This design comes from an exercise in tuning for small area, a short achievable clock period and few clock cycles per item on the open sky130 flow, not from production work.
The RTL was checked by simulation tests, not by an equivalence proof against the original design.
Power is estimated from default activity; no workload was simulated.

**design/flow/design.v**
```verilog
`default_nettype none
module radix2_linediv(
		input wire [1:0] iSOURCE_DIVIDEND,
		input wire [31:0] iSOURCE_DIVISOR,
		input wire [31:0] iSOURCE_R,
		output wire [1:0] oOUT_DATA_Q,
		output wire [31:0] oOUT_DATA_R
	);
	wire q0, q1;
	wire [31:0] r0, r1;
	assign {q0, r0} = func_radix2_linediv({iSOURCE_R, iSOURCE_DIVIDEND[1]}, iSOURCE_DIVISOR);
	assign {q1, r1} = func_radix2_linediv({r0, iSOURCE_DIVIDEND[0]}, iSOURCE_DIVISOR);
	function [32:0] func_radix2_linediv;
		input [32:0] func_dividend;
		input [31:0] func_divisor;
		reg [33:0] func_sub;
		begin
			func_sub = {1'b0, func_dividend} + (~{2'b00, func_divisor} + 34'h1);
			if(func_sub[33])begin
				func_radix2_linediv = {1'b0, func_dividend[31:0]};
			end
			else begin
				func_radix2_linediv = {1'b1, func_sub[31:0]};
			end
		end
	endfunction
	assign oOUT_DATA_Q = {q0, q1};
	assign oOUT_DATA_R = r1;
endmodule
`default_nettype wire
`default_nettype none
module div_pipelined_latch #(
		parameter N = 4
	)(
		input wire iCLOCK,
		input wire inRESET,
		input wire iREMOVE,
		input wire iPREVIOUS_VALID,
		output wire oPREVIOUS_BUSY,
		input wire [1:0] iPREVIOUS_SIGN,
		input wire [31:0] iPREVIOUS_DIVISOR,
		input wire [31:0] iPREVIOUS_DIVIDEND,
		input wire [N-1:0] iPREVIOUS_Q,
		input wire [31:0] iPREVIOUS_R,
		output wire oNEXT_VALID,
		input wire iNEXT_BUSY,
		output wire [1:0] oNEXT_SIGN,
		output wire [31:0] oNEXT_DIVISOR,
		output wire [31:0] oNEXT_DIVIDEND,
		output wire [N-1:0] oNEXT_Q,
		output wire [31:0] oNEXT_R
	);
	reg b_valid;
	reg [1:0] b_sign;
	reg [31:0] b_divisor;
	reg [31:0] b_dividend;
	reg [N-1:0] b_q;	
	reg [31:0] b_r;
	always@(posedge iCLOCK or negedge inRESET)begin
		if(!inRESET)begin
			b_valid <= 1'b0;
			b_sign <= 2'b00;
			b_divisor <= {32{1'b0}};
			b_dividend <= {32{1'b0}};	
			b_q <= {N{1'b0}};		
			b_r <= {32{1'b0}};		
		end
		else if(iREMOVE)begin
			b_valid <= 1'b0;
			b_sign <= 2'b00;
			b_divisor <= {32{1'b0}};
			b_dividend <= {32{1'b0}};	
			b_q	<= {N{1'b0}};		
			b_r	<= {32{1'b0}};	
		end
		else begin
			if(!iNEXT_BUSY)begin
				b_valid <= iPREVIOUS_VALID;
				b_sign <= iPREVIOUS_SIGN;
				b_divisor <= iPREVIOUS_DIVISOR;
				b_dividend <= iPREVIOUS_DIVIDEND;	
				b_q	<= iPREVIOUS_Q;		
				b_r	<= iPREVIOUS_R;
			end
		end
	end
	assign oPREVIOUS_BUSY = iNEXT_BUSY;
	assign oNEXT_VALID = b_valid;
	assign oNEXT_SIGN = b_sign;
	assign oNEXT_DIVISOR = b_divisor;
	assign oNEXT_DIVIDEND = b_dividend;
	assign oNEXT_Q = b_q;
	assign oNEXT_R = b_r;
endmodule
`default_nettype wire
`default_nettype none
module pipelined_div_radix2(
		input wire iCLOCK,
		input wire inRESET,
		input wire iREMOVE,
		output wire oSOURCE_BUSY,
		input wire iSOURCE_VALID,
		input wire iSOURCE_SIGN,
		input wire [31:0] iSOURCE_DIVIDEND,
		input wire [31:0] iSOURCE_DIVISOR,
		input wire iOUT_BUSY,
		output wire oOUT_VALID,
		output wire [31:0] oOUT_DATA_Q,
		output wire [31:0] oOUT_DATA_R
	);
	wire [1:0] line0_q;
	wire [1:0] line1_q;
	wire [1:0] line2_q;
	wire [1:0] line3_q;
	wire [1:0] line4_q;
	wire [1:0] line5_q;
	wire [1:0] line6_q;
	wire [1:0] line7_q;
	wire [1:0] line8_q;
	wire [1:0] line9_q;
	wire [1:0] line10_q;
	wire [1:0] line11_q;
	wire [1:0] line12_q;
	wire [1:0] line13_q;
	wire [1:0] line14_q;
	wire [1:0] line15_q;
	wire [31:0] line0_r;
	wire [31:0] line1_r;
	wire [31:0] line2_r;
	wire [31:0] line3_r;
	wire [31:0] line4_r;
	wire [31:0] line5_r;
	wire [31:0] line6_r;
	wire [31:0] line7_r;
	wire [31:0] line8_r;
	wire [31:0] line9_r;
	wire [31:0] line10_r;
	wire [31:0] line11_r;
	wire [31:0] line12_r;
	wire [31:0] line13_r;
	wire [31:0] line14_r;
	wire [31:0] line15_r;
	wire latch0_valid;
	wire latch0_busy;
	wire [1:0] latch0_sign;
	wire [31:0] latch0_divisor;
	wire [31:0] latch0_dividend;
	wire [1:0] latch0_q;
	wire [31:0] latch0_r;
	wire latch1_valid;
	wire latch1_busy;
	wire [1:0] latch1_sign;
	wire [31:0] latch1_divisor;
	wire [31:0] latch1_dividend;
	wire [3:0] latch1_q;
	wire [31:0] latch1_r;
	wire latch2_valid;
	wire latch2_busy;
	wire [1:0] latch2_sign;
	wire [31:0] latch2_divisor;
	wire [31:0] latch2_dividend;
	wire [5:0] latch2_q;
	wire [31:0] latch2_r;
	wire latch3_valid;
	wire latch3_busy;
	wire [1:0] latch3_sign;
	wire [31:0] latch3_divisor;
	wire [31:0] latch3_dividend;
	wire [7:0] latch3_q;
	wire [31:0] latch3_r;
	wire latch4_valid;
	wire latch4_busy;
	wire [1:0] latch4_sign;
	wire [31:0] latch4_divisor;
	wire [31:0] latch4_dividend;
	wire [9:0] latch4_q;
	wire [31:0] latch4_r;
	wire latch5_valid;
	wire latch5_busy;
	wire [1:0] latch5_sign;
	wire [31:0] latch5_divisor;
	wire [31:0] latch5_dividend;
	wire [11:0] latch5_q;
	wire [31:0] latch5_r;
	wire latch6_valid;
	wire latch6_busy;
	wire [1:0] latch6_sign;
	wire [31:0] latch6_divisor;
	wire [31:0] latch6_dividend;
	wire [13:0] latch6_q;
	wire [31:0] latch6_r;
	wire latch7_valid;
	wire latch7_busy;
	wire [1:0] latch7_sign;
	wire [31:0] latch7_divisor;
	wire [31:0] latch7_dividend;
	wire [15:0] latch7_q;
	wire [31:0] latch7_r;
	wire latch8_valid;
	wire latch8_busy;
	wire [1:0] latch8_sign;
	wire [31:0] latch8_divisor;
	wire [31:0] latch8_dividend;
	wire [17:0] latch8_q;
	wire [31:0] latch8_r;	
	wire latch9_valid;
	wire latch9_busy;
	wire [1:0] latch9_sign;
	wire [31:0] latch9_divisor;
	wire [31:0] latch9_dividend;
	wire [19:0] latch9_q;
	wire [31:0] latch9_r;
	wire latch10_valid;
	wire latch10_busy;
	wire [1:0] latch10_sign;
	wire [31:0] latch10_divisor;
	wire [31:0] latch10_dividend;
	wire [21:0] latch10_q;
	wire [31:0] latch10_r;
	wire latch11_valid;
	wire latch11_busy;
	wire [1:0] latch11_sign;
	wire [31:0] latch11_divisor;
	wire [31:0] latch11_dividend;
	wire [23:0] latch11_q;
	wire [31:0] latch11_r;
	wire latch12_valid;
	wire latch12_busy;
	wire [1:0] latch12_sign;
	wire [31:0] latch12_divisor;
	wire [31:0] latch12_dividend;
	wire [25:0] latch12_q;
	wire [31:0] latch12_r;
	wire latch13_valid;
	wire latch13_busy;
	wire [1:0] latch13_sign;
	wire [31:0] latch13_divisor;
	wire [31:0] latch13_dividend;
	wire [27:0] latch13_q;
	wire [31:0] latch13_r;
	wire latch14_valid;
	wire latch14_busy;
	wire [1:0] latch14_sign;
	wire [31:0] latch14_divisor;
	wire [31:0] latch14_dividend;
	wire [29:0] latch14_q;
	wire [31:0] latch14_r;
	wire latch15_valid;
	wire [1:0] latch15_sign;
	wire [31:0] latch15_divisor;
	wire [31:0] latch15_dividend;
	wire [31:0] latch15_q;
	wire [31:0] latch15_r;
	reg signed_flag;
	reg signed_r_flag;
	reg [31:0] diviend;
	reg [31:0] divider;
	always@* begin
		if(iSOURCE_SIGN)begin
			signed_flag = iSOURCE_DIVIDEND[31] ^ iSOURCE_DIVISOR[31];
			signed_r_flag = iSOURCE_DIVIDEND[31];
			if(iSOURCE_DIVIDEND[31])begin
				diviend = ~iSOURCE_DIVIDEND + 32'h1;
			end
			else begin
				diviend = iSOURCE_DIVIDEND;
			end
			if(iSOURCE_DIVISOR[31])begin
				divider = ~iSOURCE_DIVISOR + 32'h1;
			end
			else begin
				divider = iSOURCE_DIVISOR;
			end
		end
		else begin
			signed_flag = 1'b0;
			signed_r_flag = 1'b0;
			diviend = iSOURCE_DIVIDEND;
			divider = iSOURCE_DIVISOR;
		end
	end
	radix2_linediv LINEDIV0(
		.iSOURCE_DIVIDEND(diviend[31:30]),
		.iSOURCE_DIVISOR(divider),
		.iSOURCE_R({32{1'b0}}),
		.oOUT_DATA_Q(line0_q),
		.oOUT_DATA_R(line0_r)
	);
	div_pipelined_latch #(2) LATCH0(
		.iCLOCK(iCLOCK),
		.inRESET(inRESET),
		.iREMOVE(iREMOVE),
		.iPREVIOUS_VALID(iSOURCE_VALID),
		.oPREVIOUS_BUSY(),
		.iPREVIOUS_SIGN({signed_r_flag, signed_flag}),
		.iPREVIOUS_DIVISOR(diviend),
		.iPREVIOUS_DIVIDEND(divider),
		.iPREVIOUS_Q(line0_q),
		.iPREVIOUS_R(line0_r),
		.oNEXT_VALID(latch0_valid),
		.iNEXT_BUSY(latch0_busy),
		.oNEXT_SIGN(latch0_sign),
		.oNEXT_DIVISOR(latch0_divisor),
		.oNEXT_DIVIDEND(latch0_dividend),
		.oNEXT_Q(latch0_q),
		.oNEXT_R(latch0_r)
	);
	radix2_linediv LINEDIV1(
		.iSOURCE_DIVIDEND(latch0_divisor[29:28]),
		.iSOURCE_DIVISOR(latch0_dividend),
		.iSOURCE_R(latch0_r),
		.oOUT_DATA_Q(line1_q),
		.oOUT_DATA_R(line1_r)
	);
	div_pipelined_latch #(4) LATCH1(
		.iCLOCK(iCLOCK),
		.inRESET(inRESET),
		.iREMOVE(iREMOVE),
		.iPREVIOUS_VALID(latch0_valid),
		.oPREVIOUS_BUSY(latch0_busy),
		.iPREVIOUS_SIGN(latch0_sign),
		.iPREVIOUS_DIVISOR(latch0_divisor),
		.iPREVIOUS_DIVIDEND(latch0_dividend),
		.iPREVIOUS_Q({latch0_q, line1_q}),
		.iPREVIOUS_R(line1_r),
		.oNEXT_VALID(latch1_valid),
		.iNEXT_BUSY(latch1_busy),
		.oNEXT_SIGN(latch1_sign),
		.oNEXT_DIVISOR(latch1_divisor),
		.oNEXT_DIVIDEND(latch1_dividend),
		.oNEXT_Q(latch1_q),
		.oNEXT_R(latch1_r)
	);
	radix2_linediv LINEDIV2(
		.iSOURCE_DIVIDEND(latch1_divisor[27:26]),
		.iSOURCE_DIVISOR(latch1_dividend),
		.iSOURCE_R(latch1_r),
		.oOUT_DATA_Q(line2_q),
		.oOUT_DATA_R(line2_r)
	);
	div_pipelined_latch #(6) LATCH2(
		.iCLOCK(iCLOCK),
		.inRESET(inRESET),
		.iREMOVE(iREMOVE),
		.iPREVIOUS_VALID(latch1_valid),
		.oPREVIOUS_BUSY(latch1_busy),
		.iPREVIOUS_SIGN(latch1_sign),
		.iPREVIOUS_DIVISOR(latch1_divisor),
		.iPREVIOUS_DIVIDEND(latch1_dividend),
		.iPREVIOUS_Q({latch1_q, line2_q}),
		.iPREVIOUS_R(line2_r),
		.oNEXT_VALID(latch2_valid),
		.iNEXT_BUSY(latch2_busy),
		.oNEXT_SIGN(latch2_sign),
		.oNEXT_DIVISOR(latch2_divisor),
		.oNEXT_DIVIDEND(latch2_dividend),
		.oNEXT_Q(latch2_q),
		.oNEXT_R(latch2_r)
	);
	radix2_linediv LINEDIV3(
		.iSOURCE_DIVIDEND(latch2_divisor[25:24]),
		.iSOURCE_DIVISOR(latch2_dividend),
		.iSOURCE_R(latch2_r),
		.oOUT_DATA_Q(line3_q),
		.oOUT_DATA_R(line3_r)
	);
	div_pipelined_latch #(8) LATCH3(
		.iCLOCK(iCLOCK),
		.inRESET(inRESET),
		.iREMOVE(iREMOVE),
		.iPREVIOUS_VALID(latch2_valid),
		.oPREVIOUS_BUSY(latch2_busy),
		.iPREVIOUS_SIGN(latch2_sign),
		.iPREVIOUS_DIVISOR(latch2_divisor),
		.iPREVIOUS_DIVIDEND(latch2_dividend),
		.iPREVIOUS_Q({latch2_q, line3_q}),
		.iPREVIOUS_R(line3_r),
		.oNEXT_VALID(latch3_valid),
		.iNEXT_BUSY(latch3_busy),
		.oNEXT_SIGN(latch3_sign),
		.oNEXT_DIVISOR(latch3_divisor),
		.oNEXT_DIVIDEND(latch3_dividend),
		.oNEXT_Q(latch3_q),
		.oNEXT_R(latch3_r)
	);
	radix2_linediv LINEDIV4(
		.iSOURCE_DIVIDEND(latch3_divisor[23:22]),
		.iSOURCE_DIVISOR(latch3_dividend),
		.iSOURCE_R(latch3_r),
		.oOUT_DATA_Q(line4_q),
		.oOUT_DATA_R(line4_r)
	);
	div_pipelined_latch #(10) LATCH4(
		.iCLOCK(iCLOCK),
		.inRESET(inRESET),
		.iREMOVE(iREMOVE),
		.iPREVIOUS_VALID(latch3_valid),
		.oPREVIOUS_BUSY(latch3_busy),
		.iPREVIOUS_SIGN(latch3_sign),
		.iPREVIOUS_DIVISOR(latch3_divisor),
		.iPREVIOUS_DIVIDEND(latch3_dividend),
		.iPREVIOUS_Q({latch3_q, line4_q}),
		.iPREVIOUS_R(line4_r),
		.oNEXT_VALID(latch4_valid),
		.iNEXT_BUSY(latch4_busy),
		.oNEXT_SIGN(latch4_sign),
		.oNEXT_DIVISOR(latch4_divisor),
		.oNEXT_DIVIDEND(latch4_dividend),
		.oNEXT_Q(latch4_q),
		.oNEXT_R(latch4_r)
	);
	radix2_linediv LINEDIV5(
		.iSOURCE_DIVIDEND(latch4_divisor[21:20]),
		.iSOURCE_DIVISOR(latch4_dividend),
		.iSOURCE_R(latch4_r),
		.oOUT_DATA_Q(line5_q),
		.oOUT_DATA_R(line5_r)
	);
	div_pipelined_latch #(12) LATCH5(
		.iCLOCK(iCLOCK),
		.inRESET(inRESET),
		.iREMOVE(iREMOVE),
		.iPREVIOUS_VALID(latch4_valid),
		.oPREVIOUS_BUSY(latch4_busy),
		.iPREVIOUS_SIGN(latch4_sign),
		.iPREVIOUS_DIVISOR(latch4_divisor),
		.iPREVIOUS_DIVIDEND(latch4_dividend),
		.iPREVIOUS_Q({latch4_q, line5_q}),
		.iPREVIOUS_R(line5_r),
		.oNEXT_VALID(latch5_valid),
		.iNEXT_BUSY(latch5_busy),
		.oNEXT_SIGN(latch5_sign),
		.oNEXT_DIVISOR(latch5_divisor),
		.oNEXT_DIVIDEND(latch5_dividend),
		.oNEXT_Q(latch5_q),
		.oNEXT_R(latch5_r)
	);
	radix2_linediv LINEDIV6(
		.iSOURCE_DIVIDEND(latch5_divisor[19:18]),
		.iSOURCE_DIVISOR(latch5_dividend),
		.iSOURCE_R(latch5_r),
		.oOUT_DATA_Q(line6_q),
		.oOUT_DATA_R(line6_r)
	);
	div_pipelined_latch #(14) LATCH6(
		.iCLOCK(iCLOCK),
		.inRESET(inRESET),
		.iREMOVE(iREMOVE),
		.iPREVIOUS_VALID(latch5_valid),
		.oPREVIOUS_BUSY(latch5_busy),
		.iPREVIOUS_SIGN(latch5_sign),
		.iPREVIOUS_DIVISOR(latch5_divisor),
		.iPREVIOUS_DIVIDEND(latch5_dividend),
		.iPREVIOUS_Q({latch5_q, line6_q}),
		.iPREVIOUS_R(line6_r),
		.oNEXT_VALID(latch6_valid),
		.iNEXT_BUSY(latch6_busy),
		.oNEXT_SIGN(latch6_sign),
		.oNEXT_DIVISOR(latch6_divisor),
		.oNEXT_DIVIDEND(latch6_dividend),
		.oNEXT_Q(latch6_q),
		.oNEXT_R(latch6_r)
	);
	radix2_linediv LINEDIV7(
		.iSOURCE_DIVIDEND(latch6_divisor[17:16]),
		.iSOURCE_DIVISOR(latch6_dividend),
		.iSOURCE_R(latch6_r),
		.oOUT_DATA_Q(line7_q),
		.oOUT_DATA_R(line7_r)
	);
	div_pipelined_latch #(16) LATCH7(
		.iCLOCK(iCLOCK),
		.inRESET(inRESET),
		.iREMOVE(iREMOVE),
		.iPREVIOUS_VALID(latch6_valid),
		.oPREVIOUS_BUSY(latch6_busy),
		.iPREVIOUS_SIGN(latch6_sign),
		.iPREVIOUS_DIVISOR(latch6_divisor),
		.iPREVIOUS_DIVIDEND(latch6_dividend),
		.iPREVIOUS_Q({latch6_q, line7_q}),
		.iPREVIOUS_R(line7_r),
		.oNEXT_VALID(latch7_valid),
		.iNEXT_BUSY(latch7_busy),
		.oNEXT_SIGN(latch7_sign),
		.oNEXT_DIVISOR(latch7_divisor),
		.oNEXT_DIVIDEND(latch7_dividend),
		.oNEXT_Q(latch7_q),
		.oNEXT_R(latch7_r)
	);
	radix2_linediv LINEDIV8(
		.iSOURCE_DIVIDEND(latch7_divisor[15:14]),
		.iSOURCE_DIVISOR(latch7_dividend),
		.iSOURCE_R(latch7_r),
		.oOUT_DATA_Q(line8_q),
		.oOUT_DATA_R(line8_r)
	);
	div_pipelined_latch #(18) LATCH8(
		.iCLOCK(iCLOCK),
		.inRESET(inRESET),
		.iREMOVE(iREMOVE),
		.iPREVIOUS_VALID(latch7_valid),
		.oPREVIOUS_BUSY(latch7_busy),
		.iPREVIOUS_SIGN(latch7_sign),
		.iPREVIOUS_DIVISOR(latch7_divisor),
		.iPREVIOUS_DIVIDEND(latch7_dividend),
		.iPREVIOUS_Q({latch7_q, line8_q}),
		.iPREVIOUS_R(line8_r),
		.oNEXT_VALID(latch8_valid),
		.iNEXT_BUSY(latch8_busy),
		.oNEXT_SIGN(latch8_sign),
		.oNEXT_DIVISOR(latch8_divisor),
		.oNEXT_DIVIDEND(latch8_dividend),
		.oNEXT_Q(latch8_q),
		.oNEXT_R(latch8_r)
	);
	radix2_linediv LINEDIV9(
		.iSOURCE_DIVIDEND(latch8_divisor[13:12]),
		.iSOURCE_DIVISOR(latch8_dividend),
		.iSOURCE_R(latch8_r),
		.oOUT_DATA_Q(line9_q),
		.oOUT_DATA_R(line9_r)
	);
	div_pipelined_latch #(20) LATCH9(
		.iCLOCK(iCLOCK),
		.inRESET(inRESET),
		.iREMOVE(iREMOVE),
		.iPREVIOUS_VALID(latch8_valid),
		.oPREVIOUS_BUSY(latch8_busy),
		.iPREVIOUS_SIGN(latch8_sign),
		.iPREVIOUS_DIVISOR(latch8_divisor),
		.iPREVIOUS_DIVIDEND(latch8_dividend),
		.iPREVIOUS_Q({latch8_q, line9_q}),
		.iPREVIOUS_R(line9_r),
		.oNEXT_VALID(latch9_valid),
		.iNEXT_BUSY(latch9_busy),
		.oNEXT_SIGN(latch9_sign),
		.oNEXT_DIVISOR(latch9_divisor),
		.oNEXT_DIVIDEND(latch9_dividend),
		.oNEXT_Q(latch9_q),
		.oNEXT_R(latch9_r)
	);
	radix2_linediv LINEDIV10(
		.iSOURCE_DIVIDEND(latch9_divisor[11:10]),
		.iSOURCE_DIVISOR(latch9_dividend),
		.iSOURCE_R(latch9_r),
		.oOUT_DATA_Q(line10_q),
		.oOUT_DATA_R(line10_r)
	);
	div_pipelined_latch #(22) LATCH10(
		.iCLOCK(iCLOCK),
		.inRESET(inRESET),
		.iREMOVE(iREMOVE),
		.iPREVIOUS_VALID(latch9_valid),
		.oPREVIOUS_BUSY(latch9_busy),
		.iPREVIOUS_SIGN(latch9_sign),
		.iPREVIOUS_DIVISOR(latch9_divisor),
		.iPREVIOUS_DIVIDEND(latch9_dividend),
		.iPREVIOUS_Q({latch9_q, line10_q}),
		.iPREVIOUS_R(line10_r),
		.oNEXT_VALID(latch10_valid),
		.iNEXT_BUSY(latch10_busy),
		.oNEXT_SIGN(latch10_sign),
		.oNEXT_DIVISOR(latch10_divisor),
		.oNEXT_DIVIDEND(latch10_dividend),
		.oNEXT_Q(latch10_q),
		.oNEXT_R(latch10_r)
	);
	radix2_linediv LINEDIV11(
		.iSOURCE_DIVIDEND(latch10_divisor[9:8]),
		.iSOURCE_DIVISOR(latch10_dividend),
		.iSOURCE_R(latch10_r),
		.oOUT_DATA_Q(line11_q),
		.oOUT_DATA_R(line11_r)
	);
	div_pipelined_latch #(24) LATCH11(
		.iCLOCK(iCLOCK),
		.inRESET(inRESET),
		.iREMOVE(iREMOVE),
		.iPREVIOUS_VALID(latch10_valid),
		.oPREVIOUS_BUSY(latch10_busy),
		.iPREVIOUS_SIGN(latch10_sign),
		.iPREVIOUS_DIVISOR(latch10_divisor),
		.iPREVIOUS_DIVIDEND(latch10_dividend),
		.iPREVIOUS_Q({latch10_q, line11_q}),
		.iPREVIOUS_R(line11_r),
		.oNEXT_VALID(latch11_valid),
		.iNEXT_BUSY(latch11_busy),
		.oNEXT_SIGN(latch11_sign),
		.oNEXT_DIVISOR(latch11_divisor),
		.oNEXT_DIVIDEND(latch11_dividend),
		.oNEXT_Q(latch11_q),
		.oNEXT_R(latch11_r)
	);
	radix2_linediv LINEDIV12(
		.iSOURCE_DIVIDEND(latch11_divisor[7:6]),
		.iSOURCE_DIVISOR(latch11_dividend),
		.iSOURCE_R(latch11_r),
		.oOUT_DATA_Q(line12_q),
		.oOUT_DATA_R(line12_r)
	);
	div_pipelined_latch #(26) LATCH12(
		.iCLOCK(iCLOCK),
		.inRESET(inRESET),
		.iREMOVE(iREMOVE),
		.iPREVIOUS_VALID(latch11_valid),
		.oPREVIOUS_BUSY(latch11_busy),
		.iPREVIOUS_SIGN(latch11_sign),
		.iPREVIOUS_DIVISOR(latch11_divisor),
		.iPREVIOUS_DIVIDEND(latch11_dividend),
		.iPREVIOUS_Q({latch11_q, line12_q}),
		.iPREVIOUS_R(line12_r),
		.oNEXT_VALID(latch12_valid),
		.iNEXT_BUSY(latch12_busy),
		.oNEXT_SIGN(latch12_sign),
		.oNEXT_DIVISOR(latch12_divisor),
		.oNEXT_DIVIDEND(latch12_dividend),
		.oNEXT_Q(latch12_q),
		.oNEXT_R(latch12_r)
	);
	radix2_linediv LINEDIV13(
		.iSOURCE_DIVIDEND(latch12_divisor[5:4]),
		.iSOURCE_DIVISOR(latch12_dividend),
		.iSOURCE_R(latch12_r),
		.oOUT_DATA_Q(line13_q),
		.oOUT_DATA_R(line13_r)
	);
	div_pipelined_latch #(28) LATCH13(
		.iCLOCK(iCLOCK),
		.inRESET(inRESET),
		.iREMOVE(iREMOVE),
		.iPREVIOUS_VALID(latch12_valid),
		.oPREVIOUS_BUSY(latch12_busy),
		.iPREVIOUS_SIGN(latch12_sign),
		.iPREVIOUS_DIVISOR(latch12_divisor),
		.iPREVIOUS_DIVIDEND(latch12_dividend),
		.iPREVIOUS_Q({latch12_q, line13_q}),
		.iPREVIOUS_R(line13_r),
		.oNEXT_VALID(latch13_valid),
		.iNEXT_BUSY(latch13_busy),
		.oNEXT_SIGN(latch13_sign),
		.oNEXT_DIVISOR(latch13_divisor),
		.oNEXT_DIVIDEND(latch13_dividend),
		.oNEXT_Q(latch13_q),
		.oNEXT_R(latch13_r)
	);
	radix2_linediv LINEDIV14(
		.iSOURCE_DIVIDEND(latch13_divisor[3:2]),
		.iSOURCE_DIVISOR(latch13_dividend),
		.iSOURCE_R(latch13_r),
		.oOUT_DATA_Q(line14_q),
		.oOUT_DATA_R(line14_r)
	);
	div_pipelined_latch #(30) LATCH14(
		.iCLOCK(iCLOCK),
		.inRESET(inRESET),
		.iREMOVE(iREMOVE),
		.iPREVIOUS_VALID(latch13_valid),
		.oPREVIOUS_BUSY(latch13_busy),
		.iPREVIOUS_SIGN(latch13_sign),
		.iPREVIOUS_DIVISOR(latch13_divisor),
		.iPREVIOUS_DIVIDEND(latch13_dividend),
		.iPREVIOUS_Q({latch13_q, line14_q}),
		.iPREVIOUS_R(line14_r),
		.oNEXT_VALID(latch14_valid),
		.iNEXT_BUSY(latch14_busy),
		.oNEXT_SIGN(latch14_sign),
		.oNEXT_DIVISOR(latch14_divisor),
		.oNEXT_DIVIDEND(latch14_dividend),
		.oNEXT_Q(latch14_q),
		.oNEXT_R(latch14_r)
	);
	radix2_linediv LINEDIV15(
		.iSOURCE_DIVIDEND(latch14_divisor[1:0]),
		.iSOURCE_DIVISOR(latch14_dividend),
		.iSOURCE_R(latch14_r),
		.oOUT_DATA_Q(line15_q),
		.oOUT_DATA_R(line15_r)
	);
	div_pipelined_latch #(32) LATCH15(
		.iCLOCK(iCLOCK),
		.inRESET(inRESET),
		.iREMOVE(iREMOVE),
		.iPREVIOUS_VALID(latch14_valid),
		.oPREVIOUS_BUSY(latch14_busy),
		.iPREVIOUS_SIGN(latch14_sign),
		.iPREVIOUS_DIVISOR(latch14_divisor),
		.iPREVIOUS_DIVIDEND(latch14_dividend),
		.iPREVIOUS_Q({latch14_q, line15_q}),
		.iPREVIOUS_R(line15_r),
		.oNEXT_VALID(latch15_valid),
		.iNEXT_BUSY(iOUT_BUSY),
		.oNEXT_SIGN(latch15_sign),
		.oNEXT_DIVISOR(latch15_divisor),
		.oNEXT_DIVIDEND(latch15_dividend),
		.oNEXT_Q(latch15_q),
		.oNEXT_R(latch15_r)
	);
	assign oOUT_VALID = latch15_valid;
	assign oSOURCE_BUSY = iOUT_BUSY;
	assign oOUT_DATA_Q = (latch15_sign[0])? (~latch15_q + 32'b1) : latch15_q;
	assign oOUT_DATA_R = (latch15_sign[1])? (~latch15_r + 32'b1) : latch15_r;
endmodule
`default_nettype wire
```
**design/flow/run.sh**
```bash
#!/bin/bash
# synth_recipe.tcl (not shown) runs the flow's synth.tcl, then flattens the netlist and writes it again
# the make line also repeats each setting of config.mk as NAME=value (left out here)
make -C /OpenROAD-flow-scripts/flow DESIGN_CONFIG=/design/flow/config.mk WORK_HOME=/design/flow/orfs CLKGATE_MAP_FILE= SYNTH_SCRIPT=/design/flow/synth_recipe.tcl finish
```
**design/flow/config.mk**
```make
export PLATFORM = sky130hd
export DESIGN_NAME = pipelined_div_radix2
export DESIGN_NICKNAME = pipelined_div_radix2
export VERILOG_FILES = /design/flow/design.v
export SDC_FILE = /design/flow/constraint.sdc
export NUM_CORES = 4
export LEC_CHECK = 0
export CAP_MARGIN = 20
export CORE_MARGIN = 2
export CORE_UTILIZATION = 40
export SLEW_MARGIN = 20
```
**design/flow/constraint.sdc**
```tcl
create_clock -name core_clock -period 10.0 [get_ports {iCLOCK}]
set_input_delay 2.0000 -clock core_clock [delete_from_list [all_inputs] [get_ports {iCLOCK}]]
set_output_delay 2.0000 -clock core_clock [all_outputs]
set_load 0.01 [all_outputs]
```
==> summary.md, run 1 <==
| Metric | Value |
|---|---|
| Outcome | finished clean |
| I/O Buffers | 135 |
| Synth unique cells | 118 |
| Drt initial violations | 8251 |
| RSZ-0062 raised after global routing | no |
| Initial antenna violation count | 13 |
| Crit path capture type | flip-flop |
| Sequential cell area fraction in the yosys report | 30.0% |
| CTS Root Cell | clkbuf_16 |
| Setup TNS Final | 0 ps |
| Synth top area share | 30.0% |
| Post-DP HPWL | 301000 um |
| CP arrival | 10450 ps |
| Clk sinks | 1552 |
| Drt first pass iters | 6 |
| CTS tree | done |
| Total power | 23.4 mW |
| Least-Margin Pin Slew | 1120 ps |
| Critical hold path startpoint | LATCH0.b_divisor[8] |
| Setup WS post-layout | 359 ps |
| Final WL | 397000 um |
| Worst R2R Path Depth | 30 |
| HP Class | reg2reg |
| Most frequent CP cell | a21oi_1 |
| Die area | 328000 um^2 |
| Peak Freq | 0.104 GHz |
| Htree depth | 4 |
| Slew margin rel. | 25.5% |
| Vias in the first global route | 107000 |
| Area of the core | 322000 um^2 |
| Share of layout cells above drive strength 1 | 8.08% |
| Post-synthesis instance total | 15000 |
| Via count | 111000 |
| Post-synthesis async set-or-reset flop share | 100% |
| Area leader, netlist | dfrtp_1 |
| CTS clock-pin slew for the worst setup and hold paths | 60 ps |
| CTS Hold Buffers Added | 0 |
| Maximum vdd drop | 0.353 mV |
| Reg-to-Reg End | LATCH13.b_r[30] |
| Lkg Pwr | 72.0 nW |
| Synth Register Bits | 1552 |
| Data required, critical path | 10810 ps |
| Initial Utilization | 40.3% |
| Post-Synthesis Cell Area | 130000 um^2 |
| Main synth FF type | dfrtp_1 |
| Chip height | 573 um |
| Total gr overflow | 0 |
| Post-route clock period utilization | 96.4% |
| Post-synth EDFFs | 0 |
| Register area | 38800 um^2 |
| Gpl congestion | 0.929 |
| Worst Clk Skew | 67.9 ps |
| Syn_area_per_cell | 8.66 um^2 |
| CP startpoint kind | flip-flop |
| Pwr Density | 162 nW/um^2 |
| Dpl ws | -9.71 ps |
| Setup CP Type | reg2reg |
| Cts bufs inserted | 195 |
| Hold-critical path endpoint | LATCH0.b_divisor[8] |
| Worst-skew pair later-pin latency | 900 ps |
| Final Max Tran Viols | 0 |
| Worst path slowest cell | or4_1 |
| DR vias/cell | 5.70 |
| First-pass GRT wire length | 623000 um |
| Drt wl/cell | 20.3 um |
| # rows | 208 |
| Max-cap violation count | 0 |
| Die Wd | 573 um |
| Area grow syn2layout | 11.5% |
| Largest net degree at the start of global routing | 177 |
| Final Hold Fails | 0 |
| Maximum buffer depth of the clock tree | 4 |
| Antenna viol nets, final | 0 |
| Post-route minimum period | 9640 ps |
| Top cells by area, synth | dfrtp_1, ha_1, mux2i_1, xnor2_1, nor2_1 |
| Cell count of the worst hold path | 2 |
| Crit Path Max Fanout | 37 |
| I/O pin cnt | 136 |
| Reg2Reg Setup Slack | 360 ps |
| Setup Viol. Count Final | 0 |
| Critical R2R Launch | LATCH12.b_dividend[3] |
| Fill cell total of the finished layout | 31800 |
| GRT Overall Usage | 23.4% |
| Slowest stage delay, CP | 600 ps |
| Yosys warns | 18 |
| # nets final | 16200 |
| DRC viols | 0 |
| Area of the multi-input gates | 87300 um^2 |
-- worst max path at each step --
stage                          start              end  slack, ps  depth (start not counted)
2_1_floorplan  LATCH13.b_dividend[5]  LATCH14.b_r[11]       1180                         32
3_3_place_gp      iSOURCE_DIVISOR[0]   LATCH0.b_r[17]         20                         27
3_5_place_dp      iSOURCE_DIVISOR[0]   LATCH0.b_r[23]        -10                         27
4_1_cts         LATCH6.b_dividend[5]   LATCH7.b_r[21]        280                         31
5_1_grt         LATCH6.b_dividend[5]   LATCH7.b_r[24]          7                         32
6_report       LATCH12.b_dividend[3]  LATCH13.b_r[30]        360                         30
-- logic make-up after synthesis --
kind of cell | synth area share, %
and+or+nand+nor | 17.9
adders and majority gates | 10.6
AOI/OAI and AO/OA | 18.6
buffers and inverters | 2.88
other | 0.00290
muxes | 10.7
DFF | 30.0
xor gates and xnor gates | 9.36
-- worst max-delay path, delay by kind of cell, from the launching register on --
| family | cells | cell delay (ps) |
|---|---|---|
| AOI/OAI and AO/OA | 17 | 4840 |
| and+or+nand+nor | 7 | 2460 |
| buffers and inverters | 1 | 220 |
| DFF | 1 | 430 |
| adders and majority gates | 2 | 780 |
| muxes | 1 | 400 |
| xor gates and xnor gates | 2 | 380 |
-- timing repair --
action | 4_1_cts | 5_1_grt
gates resized for setup | 0 | 18
setup buffers | 0 | 1
endpoints found under the setup margin | 0 | 142
-- cells in the mapped netlist, types with 154 or more instances --
cell type,count
xor2_1,466
inv_1,358
a21o_1,450
mux2_2,308
a211oi_1,237
dfrtp_1,1552
clkbuf_1,471
a21oi_1,955
mux2i_1,1035
ha_1,1045
nand2b_1,160
nor2_1,1956
o21ai_0,778
nand2_1,1094
xnor2_1,909
nand3_1,288
or3_1,154
nor3_1,477
-- through the flow --
step                cell area (um^2)  std cells  hold slack [ps]  utilization, %
floorplan                     130000      15000              445               -
global placement              138000      19200              462            42.8
detailed placement            138000      19200              469            42.8
CTS                           144000      19500              483            44.9
global route                  144000      19500              510            44.9
finish                        144000      19600              482            44.9
-- where the power goes --
part | internal, mW | switching, mW | leakage [nW]
clock | 4.47 | 2.98 | 3.26
sequential | 6.59 | 0.350 | 21.4
combinational | 3.82 | 5.24 | 47.4
total | 14.9 | 8.57 | 72.0
-- cell usage in the layout (no fill, tap or decap), drive strengths merged, types with 388 or more instances in the layout --
| cell | count |
|---|---|
| o21ai | 796 |
| xor2 | 468 |
| ha | 1045 |
| a21o | 450 |
| nor3 | 482 |
| a21oi | 956 |
| buf | 388 |
| nor2 | 1958 |
| xnor2 | 912 |
| dfrtp | 1552 |
| mux2i | 1035 |
| nand2 | 1095 |
-- area by class of cell --
cell class	instances	share of cell area [%]
Inverter	363	0.950
Sequential cell	1552	26.9
Timing Repair Buffer	520	3.34
Clock buffer	265	3.88
Tap cell	4305	3.73
Clock inverter	81	0.745
Multi-Input combinational cell	12500	60.5
Antenna cell	9	0.0156
-- per-layer routing --
metal  track usage (%)  routed length (um)  vias to the layer above
met2              37.1              176000                     2442
met1              32.8              188000                    53700
met4              8.10               14400                        6
li1                  -                   -                    54700
met5                 0                  33                        -
met3              2.75               19100                      550
Testbench counts, summed over its fixed seeds: cycles 2,176, items 2,048.
==> run 2: changes to the inputs <==
==> design/flow/design.v (replaced) <==
`default_nettype none
`default_nettype wire
`default_nettype none
`default_nettype wire
`default_nettype none
module pipelined_div_radix2(
		input wire iCLOCK,
		input wire inRESET,
		input wire iREMOVE,
		output wire oSOURCE_BUSY,
		input wire iSOURCE_VALID,
		input wire iSOURCE_SIGN,
		input wire [31:0] iSOURCE_DIVIDEND,
		input wire [31:0] iSOURCE_DIVISOR,
		input wire iOUT_BUSY,
		output wire oOUT_VALID,
		output wire [31:0] oOUT_DATA_Q,
		output wire [31:0] oOUT_DATA_R
	);
	localparam [1:0] PH_ALIGN = 2'd0;
	localparam [1:0] PH_ITER  = 2'd1;
	localparam [1:0] PH_NEGQ  = 2'd2;
	localparam [1:0] PH_NEGR  = 2'd3;
	reg b_run;
	reg b_valid;
	reg [1:0] b_ph;
	reg b_an;			 
	reg b_bn;			 
	reg [5:0] b_sa;		 
	reg [5:0] b_sb;		 
	reg [5:0] b_cnt;	 
	reg [31:0] b_r;		 
	reg [32:0] b_d;		 
	reg [31:0] b_q;		 
	wire accept = iSOURCE_VALID && !oSOURCE_BUSY && !iREMOVE;
	wire src_an = iSOURCE_SIGN && iSOURCE_DIVIDEND[31];
	wire src_bn = iSOURCE_SIGN && iSOURCE_DIVISOR[31];
	function [5:0] func_clz;
		input [31:0] v;
		integer i;
		begin
			func_clz = 6'd32;
			for(i = 0; i < 32; i = i + 1)begin
				if(v[i])begin
					func_clz = 6'd31 - i[5:0];
				end
			end
		end
	endfunction
	wire [6:0] align_j = {1'b0, b_sb} - {1'b0, b_sa};
	wire align_skip = align_j[6];
	wire b_zero = (b_sb == 6'd32) && !b_bn;
	wire [32:0] align_d = b_d << align_j[5:0];
	wire qn = b_an ^ b_bn;
	wire add_mode = (b_ph == PH_ITER) && b_bn;
	wire [32:0] add_x = (b_ph == PH_NEGQ)? 33'd0 : {1'b0, b_r};
	wire [32:0] add_y = (b_ph == PH_ITER)? b_d : ((b_ph == PH_NEGQ)? {1'b0, b_q} : {b_r, 1'b0});
	wire [33:0] add_s = {1'b0, add_x} + {1'b0, (add_mode? add_y : ~add_y)} + {33'd0, !add_mode};
	wire step_ok = add_s[33];
	wire last_iter = (b_cnt == 6'd0);
	assign oSOURCE_BUSY = b_run || (b_valid && iOUT_BUSY);
	always@(posedge iCLOCK or negedge inRESET)begin
		if(!inRESET)begin
			b_run <= 1'b0;
			b_valid <= 1'b0;
		end
		else if(iREMOVE)begin
			b_run <= 1'b0;
			b_valid <= 1'b0;
		end
		else if(accept)begin
			b_run <= 1'b1;
			b_valid <= 1'b0;
		end
		else if(b_run)begin
			case(b_ph)
				PH_ALIGN : begin
					if(align_skip)begin
						b_run <= 1'b0;
						b_valid <= 1'b1;
					end
				end
				PH_ITER : begin
					if(last_iter && !qn && !b_an)begin
						b_run <= 1'b0;
						b_valid <= 1'b1;
					end
				end
				PH_NEGQ : begin
					if(!b_an)begin
						b_run <= 1'b0;
						b_valid <= 1'b1;
					end
				end
				default : begin
					b_run <= 1'b0;
					b_valid <= 1'b1;
				end
			endcase
		end
		else if(!iOUT_BUSY)begin
			b_valid <= 1'b0;
		end
	end
	always@(posedge iCLOCK)begin
		if(accept)begin
			b_ph <= PH_ALIGN;
			b_an <= src_an;
			b_bn <= src_bn;
			b_sa <= func_clz(iSOURCE_DIVIDEND ^ {32{src_an}}) - {5'd0, src_an};
			b_sb <= func_clz(iSOURCE_DIVISOR ^ {32{src_bn}});
			b_r <= iSOURCE_DIVIDEND;
			b_d <= {src_bn, iSOURCE_DIVISOR};
		end
		else if(b_run)begin
			case(b_ph)
				PH_ALIGN : begin
					b_ph <= PH_ITER;
					b_cnt <= align_j[5:0];
					b_d <= align_d;
					b_q <= {32{b_zero}};
					if(b_an && !align_skip)begin
						b_r <= add_s[31:0];
					end
					else if(align_skip)begin
						b_q <= 32'd0;
					end
				end
				PH_ITER : begin
					b_cnt <= b_cnt - 6'd1;
					b_d <= {b_d[32], b_d[32:1]};
					b_q <= {b_q[30:0], step_ok};
					if(step_ok)begin
						b_r <= add_s[31:0];
					end
					if(last_iter)begin
						b_ph <= qn? PH_NEGQ : PH_NEGR;
					end
				end
				PH_NEGQ : begin
					b_q <= add_s[31:0];
					b_ph <= PH_NEGR;
				end
				default : begin
					b_r <= add_s[31:0];
				end
			endcase
		end
	end
	assign oOUT_VALID = b_valid;
	assign oOUT_DATA_Q = b_q;
	assign oOUT_DATA_R = b_r;
endmodule
`default_nettype wire
==> run 2 against run 1 <==
Against the previous run: register-to-register slack gained 4400 ps; combinational power fell by 57%; hold slack better by 110 ps; count of clock-buffer cells in the layout is 245 lower; final cell count shrank 90%; final area decreased by 90%; largest cell class unchanged; largest power group unchanged; highest routed layer is now met4.
==> summary.md, run 2 <==
| Metric | Value |
|---|---|
| CTS Hold Buffers Added | 0 |
| Min Hold Slack | 592 ps |
| Final Max Tran Viols | 0 |
| Initial Utilization | 40.5% |
| Inst Count DP | 1842 |
| Post-synthesis async set-or-reset flop share | 1.65% |
| Largest family of logic cells by synthesized area | compound AO/OA/AOI/OAI gates |
| Clk sinks | 121 |
| Synth Register Bits | 121 |
| CP startpoint kind | primary input |
| DR vias/cell | 6.21 |
| Compound-gate portion of the synthesized area | 26.1% |
| RSZ-0062 raised after global routing | no |
| Largest regs | b_d: 33 flops, b_q: 32 flops, b_r: 32 flops |
| CTS tree | done |
| Post-route minimum period | 5360 ps |
| Main synth FF type | edfxtp_1 |
| Post-synth EDFFs | 117 |
| HP Class | reg2reg |
| Max-cap violation count | 0 |
| Drt initial violations | 1128 |
| Most numerous cell in the Yosys netlist | nand2_1 |
| Setup WS post-layout | 4640 ps |
| Final Hold Fails | 0 |
| Chip height | 177 um |
| Critical Path, Cell by Cell | clkdlybuf4s50_1 -> nand2_1 -> inv_1 -> nand2_1 -> a2bb2oi_1 -> a211oi_1 -> o221ai_1 -> nand3_1 -> o21ai_0 -> nand2_1 -> ha_1 -> ha_1 -> a31o_2 -> a21oi_1 |
| Area grow syn2layout | 18.6% |
| Slowest stage delay, CP | 940 ps |
| Area of the core | 29600 um^2 |
| Antenna cells | 0 |
| I/O Buffers | 135 |
| Drt first pass iters | 8 |
| Cts bufs inserted | 17 |
| Final WL | 41800 um |
| Lkg Pwr | 5.37 nW |
| Setup CP Type | in2reg |
| Dpl ws | 4290 ps |
| CTS clock-pin slew for the worst setup and hold paths | 60 ps |
| Post-route clock period utilization | 53.6% |
| DRC viols | 0 |
| Worst path slowest cell | clkdlybuf4s50_1 |
| Drt wl/cell | 22.3 um |
| Top cells by area, synth | edfxtp_1, nand2_1, ha_1, mux2i_1, xnor2_1 |
| Post CTS Setup Buffer Count | 0 |
| Peak Freq | 0.186 GHz |
| Vias in the first global route | 10700 |
| Crit path capture type | flip-flop |
| Die Wd | 177 um |
| Total gr overflow | 0 |
| Antenna viol nets, final | 0 |
| Non-filler cells, final | 1875 |
| GRT Overall Usage | 26.5% |
| Synth top area share | 29.3% |
| Initial antenna violation count | 0 |
| Post-Synthesis Cell Area | 12000 um^2 |
| Via count | 11600 |
| Commonest non-fill, non-tap cell in the layout | nand2_1 |
| Least-Margin Pin Slew | 1130 ps |
| Syn_area_per_cell | 8.56 um^2 |
| Maximum vdd drop | 0.194 mV |
| Slew margin rel. | 24.5% |
| First-pass GRT wire length | 63900 um |
| CTS-repair resized insts | 0 |
| XOR/XNOR Fraction of Synth Area | 5.19% |
| Share of layout cells above drive strength 1 | 7.34% |
| Synth unique cells | 78 |
| Area leader, netlist | edfxtp_1 |
| Placement Cell Area | 13600 um^2 |
| CTS Root Cell | clkbuf_16 |
| Most frequent CP cell | nand2_1 |
| Crit path buffers/inverters | 2 |
| Crit-path leading delay family | buffers and inverters |
| Multiplexer share of the synthesized area | 9.66% |
| Cell area after layout | 14200 um^2 |
| Most frequent cells in the layout | nand2_1, clkdlybuf4s50_1, edfxtp_1 |
| Crit Path Max Fanout | 24 |
| Worst-skew pair later-pin latency | 430 ps |
| I/O pin cnt | 136 |
| Pwr Density | 397 nW/um^2 |
| Outcome | finished clean |
| Largest register FFs | 33 |
| # rows | 63 |
| Data required, critical path | 10170 ps |
| Gpl congestion | 0.937 |
| Post-synthesis simple-gate area fraction | 19.2% |
| Post-DP HPWL | 30500 um |
| Maximum buffer depth of the clock tree | 2 |
| CP arrival | 5540 ps |
| Setup TNS Final | 0 ps |
| Largest net degree at the start of global routing | 80 |
| # nets final | 1589 |
| Synth top cells by count | nand2_1, edfxtp_1, nor2_1, a21oi_1, clkbuf_1 |
| Setup Viol. Count Final | 0 |
| Htree depth | 4 |
| Fill cell total of the finished layout | 2907 |
| Worst Clk Skew | 12.6 ps |
| Biggest register | b_d |
| Sequential cell area fraction in the yosys report | 30.1% |
| Post-synthesis instance total | 1400 |
| Die area | 31400 um^2 |
| Post-Synth Adder-Cell Area | 5.03% |
| Yosys warns | 1 |
## run 2: cell types whose count changed in the layout (fill, tap and decap cells not counted), moves of 287 or more
cell,previous run,this run
mux2i_1,1035,56
nor3_1,475,29
xor2_1,461,11
dfrtp_1,1552,2
mux2_2,308,21
ha_1,1045,43
inv_1,358,44
nand2_1,1093,165
a21oi_1,953,78
a21o_1,450,45
buf_4,341,15
nor2_1,1952,85
xnor2_1,902,56
o21ai_0,775,73
## run 2: worst min-delay path: stages, from the launching register on
cell and delay [ps]:
dfxtp_1 350, mux2i_1 140, nor2_1 50
## run 2: worst paths after layout
check,start,to,slack (ps),depth (start not counted)
min in group asynchronous,inRESET,b_valid,1780,1
worst min-delay path,b_ph[1],b_ph[1],590,2
worst min register to register,b_ph[1],b_ph[1],590,2
worst max register to register,b_ph[1],b_r[11],4780,14
max in group asynchronous,inRESET,b_run,8020,1
worst max-delay path,iSOURCE_SIGN,b_sa[4],4640,14
## run 2: stage by stage
stage	power [mW]	utilization [%]
2_1_floorplan	3.85	-
3_3_place_gp	4.91	46.0
3_5_place_dp	4.92	46.0
4_1_cts	5.60	48.0
5_1_grt	6.08	48.1
6_report	5.65	48.1
## run 2: logic make-up after synthesis
group / after synthesis
flip-flops: 121
multiplexers: 93
AO/OA/AOI/OAI: 447
XOR/XNOR: 71
AND/OR/NAND/NOR: 478
buffers and inverters: 143
adder cells (fa/ha/maj): 47
## run 2: final cells by class
class	count	area, um^2	share of cell area [%]
tap	390	488	3.43
multi-input combinational	1136	7880	55.5
clock buffer	20	437	3.07
clock inverter	12	151	1.07
timing repair buffer	151	1480	10.4
inverter	45	169	1.19
sequential	121	3600	25.3
## run 2: routing by layer
| layer | GRT usage (%) | vias to the layer above | wire (um) |
|---|---|---|---|
| met4 | 8.75 | 0 | 1120 |
| li1 | - | 5450 | - |
| met2 | 40.3 | 491 | 18700 |
| met3 | 3.05 | 63 | 2760 |
| met5 | 0 | - | 0 |
| met1 | 39.0 | 5635 | 19200 |
## run 2: power breakdown
part           total, mW  switching, mW  leakage, nW  internal, mW
logic               3.91           2.26         3.94          1.65
registers           1.09          0.181         1.16         0.908
clock network      0.646          0.255        0.272         0.391
total               5.65           2.69         5.37          2.95
Testbench counts of run 2, summed over its fixed seeds: cycles 30,832, items 2,048.

## static timing again, ports no longer ideal
How much do the figures lean on ideal ports? The routed layouts below were timed once more, with nothing changed but the port constraints. Step 1 (the two cells are an assumption about what drives the block):
set clk [get_ports {iCLOCK}]
set_driving_cell -lib_cell sky130_fd_sc_hd__clkbuf_16 $clk
set_driving_cell -lib_cell sky130_fd_sc_hd__buf_2 [delete_from_list [all_inputs] $clk]
Step 2 also shifts input and output timing later by t, the mid clock arrival at the registers, as if the neighbouring blocks saw the same clock. Three values: ideal, step 1, step 2; two values: the first two.
run | t (ns) | slack for setup (ns) | clock arrival spread, ns | worst register clock-pin slew, ns
run 1 | 0.989 | 0.359 / 0.359 / -0.089 | 0.070 / 0.071 | 0.07 / 0.07
run 2 | 0.479 | 4.637 / 4.667 / 4.188 | 0.012 / 0.012 | 0.07 / 0.07
With both steps, setup timing fails in run 1, where it was met with ideal ports. For run 2, which loses most, drivers alone change the setup slack by +0.030 ns; drivers and shift together by -0.449 ns.
